Background: an optimization exercise with open tools, aiming at small area, a short achievable clock period and few clock cycles. Do not read the settings as production practice.
Function was checked by simulation only, so behaviour that the tests miss may differ from the original.
Power figures rest on the tool's default switching activity, not on a simulated workload.

## lane 1
## profile_gen
module profile_gen#(parameter SPEED_BITS=50) (
    input clk,
    input rst,
    input acc_step,
    output reg busy,
    output reg done,
    output [SPEED_BITS-1:0] speed_0,
    output [SPEED_BITS-1:0] speed_1,
    output [SPEED_BITS-1:0] speed_2,
    output [SPEED_BITS-1:0] speed_3,
    output [SPEED_BITS-1:0] speed_4,
    output [SPEED_BITS-1:0] speed_5,
    output [SPEED_BITS-1:0] speed_6,
    output [SPEED_BITS-1:0] speed_7,
    input [7:0] param_addr,
    input [31:0] param_in,
    input param_write_hi,
    input param_write_lo,
    input [7:0] abort,
    output reg [7:0] pending_aborts,
    output reg [7:0] done_aborts
);
Size in the first run: about 29000 cells after synthesis, roughly 280000 um^2 of cells after synthesis.
==> flow/config.mk <==
export PLATFORM = sky130hd
export DESIGN_NAME = profile_gen
export DESIGN_NICKNAME = profile_gen
export VERILOG_FILES = /design/flow/design.v
export SDC_FILE = /design/flow/constraint.sdc
export NUM_CORES = 8
export LEC_CHECK = 0
export CAP_MARGIN = 20
export CORE_MARGIN = 2
export CORE_UTILIZATION = 70
export CTS_BUF_LIST = sky130_fd_sc_hd__clkbuf_16
export CTS_CLUSTER_DIAMETER = 80
export CTS_CLUSTER_SIZE = 20
export GPL_ROUTABILITY_DRIVEN = 1
export PLACE_DENSITY = 0.8
export SLEW_MARGIN = 20
==> flow/constraint.sdc <==
create_clock -name core_clock -period 12.0 [get_ports {clk}]
set_input_delay 2.4000 -clock core_clock [delete_from_list [all_inputs] [get_ports {clk}]]
set_output_delay 2.4000 -clock core_clock [all_outputs]
set_load 0.01 [all_outputs]
standard.sh (not shown) runs the stock make flow with config.mk's settings and CLKGATE_MAP_FILE= SYNTH_SCRIPT=/design/flow/synth_recipe.tcl, a recipe that flattens the netlist after the stock synthesis.
==> flow/flow/run.sh <==
#!/bin/bash
# Standard ORFS layout (the standard.sh, synthesis unchanged), with
# timing repair aimed below the 12 ns clock so that the achieved period,
# not only the 12 ns constraint, is optimised, and plain buffers (not
# delay cells) on the ports. Logs: flow.log here, and each ORFS step's
# own log under orfs/logs/.
set -euo pipefail
export SETUP_SLACK_MARGIN=7
export BUFFER_PORTS_ARGS="-buffer_cell sky130_fd_sc_hd__buf_2"
bash standard.sh > flow.log 2>&1
Lane 1 has completed all stages; timing, DRC and antenna checks passed.
Testbench counts of lane 1, summed over its fixed seeds: cycles 1,991.
[inputs] lane 2 vs lane 1
diff --git a/flow/config.mk b/flow/config.mk
--- a/flow/config.mk
+++ b/flow/config.mk
@@ -10 +10 @@
-export CORE_UTILIZATION = 70
+export CORE_UTILIZATION = 60
@@ -12,4 +12,4 @@
-export CTS_CLUSTER_DIAMETER = 80
-export CTS_CLUSTER_SIZE = 20
-export GPL_ROUTABILITY_DRIVEN = 1
-export PLACE_DENSITY = 0.8
+export CTS_CLUSTER_DIAMETER = 90
+export CTS_CLUSTER_SIZE = 24
+export GPL_ROUTABILITY_DRIVEN = 0
+export PLACE_DENSITY = 0.7
--- outcome ---
- Final antenna diode count delta for lane 2 relative to lane 1: 11 lower
- The largest stage delay on the critical path number comes out higher for lane 1 vs lane 2.
- Peak supply drop, lane 1 and lane 2: higher on lane 2
- Lane 2: half-perimeter wire length after detailed placement 8.2 mm above lane 1
Modified inputs, lane 3 compared to lane 2
diff --git a/flow/config.mk b/flow/config.mk
--- a/flow/config.mk
+++ b/flow/config.mk
@@ -10 +10 @@
-export CORE_UTILIZATION = 60
+export CORE_UTILIZATION = 65
@@ -14,2 +14,2 @@
-export GPL_ROUTABILITY_DRIVEN = 0
-export PLACE_DENSITY = 0.7
+export GPL_ROUTABILITY_DRIVEN = 1
+export PLACE_DENSITY = 0.75
==> notes.md <==
The endpoint of the most critical setup path comes out ch[5].speed[42] in one run and done_aborts[2] in the other, namely in lane 3 and lane 2 respectively.
| leakage dissipation | lane 3 vs lane 2 | ≈ equal |
Cell area in lane 3 is 0.34% lower than in lane 2
Going from lane 2 to lane 3, maximum frequency shrinks by 7.5 MHz.
Core utilization in lane 3 vs lane 2: up 5.3 points
Lane 2 ended up with more cell instances than lane 3 did.
Any difference in multi-input logic cell count between lane 3 and lane 2 is small enough to ignore.
When lane 3 is measured against lane 2, its layout clock buffer count turns out about 2% higher.
Re first-pass GRT wire length: lane 2 and lane 3 aren't equal, and the lower value belongs to lane 2.
Edits applied to the flow inputs when going from lane 3 to lane 4:
diff --git a/flow/config.mk b/flow/config.mk
--- a/flow/config.mk
+++ b/flow/config.mk
@@ -10 +10 @@
-export CORE_UTILIZATION = 65
+export CORE_UTILIZATION = 60
@@ -12,2 +12,2 @@
-export CTS_CLUSTER_DIAMETER = 90
-export CTS_CLUSTER_SIZE = 24
+export CTS_CLUSTER_DIAMETER = 80
+export CTS_CLUSTER_SIZE = 20
@@ -15 +15 @@
-export PLACE_DENSITY = 0.75
+export PLACE_DENSITY = 0.7
## What came out
Every stage of the flow completed for lane 4, and the final layout passed the timing, design-rule and antenna checks. Per the comparison of lane 4 with lane 3, non-filler instance count after layout went up by 1.8%, part of the total power dissipated in the clock network now sits higher. Measured against each other, lane 4 and lane 3 differ in fraction of met3 tracks used by global routing, the lower figure coming from lane 4. Amount of wire on met3 after detailed routing ended up about 5% lower on lane 4 than on lane 3. For final estimated routing congestion in global placement, lane 4 and lane 3 come out practically identical. Looking only at count of instances resized after the clock tree is built, and setting everything else aside, the lower value of lane 4 and lane 3 goes to lane 4. Across both runs, total wire length after detailed routing was higher for lane 4 than for lane 3. Delta(met2 track demand over resource, lane 4 - lane 3) < 0. Post-route cell area: lane 4 and lane 3 compared, lower one is lane 3.

==> re-timing with driven ports <==
The flow's constraints put no driver on any port. The routed layouts listed below were extracted and timed again, unchanged, in two steps. Step 1 (the two cells are an assumption about what drives the block):
set clk [get_ports {clk}]
set_driving_cell -lib_cell sky130_fd_sc_hd__clkbuf_16 $clk
set_driving_cell -lib_cell sky130_fd_sc_hd__buf_2 [delete_from_list [all_inputs] $clk]
Step 2 also shifts input and output timing later by t, the mid clock arrival at the registers, as if the neighbouring blocks saw the same clock. a / b / c = no drivers / after step 1 / after step 2; a / b = the first two.
run	shift t [ns]	slack for setup (ns)	slew at the worst register clock pin (ns)
lane 1	1.177	6.804 / 6.804 / 5.842	0.10 / 0.10
lane 2	1.143	6.845 / 6.845 / 5.949	0.12 / 0.12
lane 3	1.158	6.637 / 6.637 / 5.872	0.11 / 0.11
lane 4	1.183	6.843 / 6.843 / 6.012	0.10 / 0.10
After both steps setup and hold are still met in every run listed. The setup slack of lane 1, which loses most, moves by 0.000 ns with the drivers and by -0.962 ns with both steps.
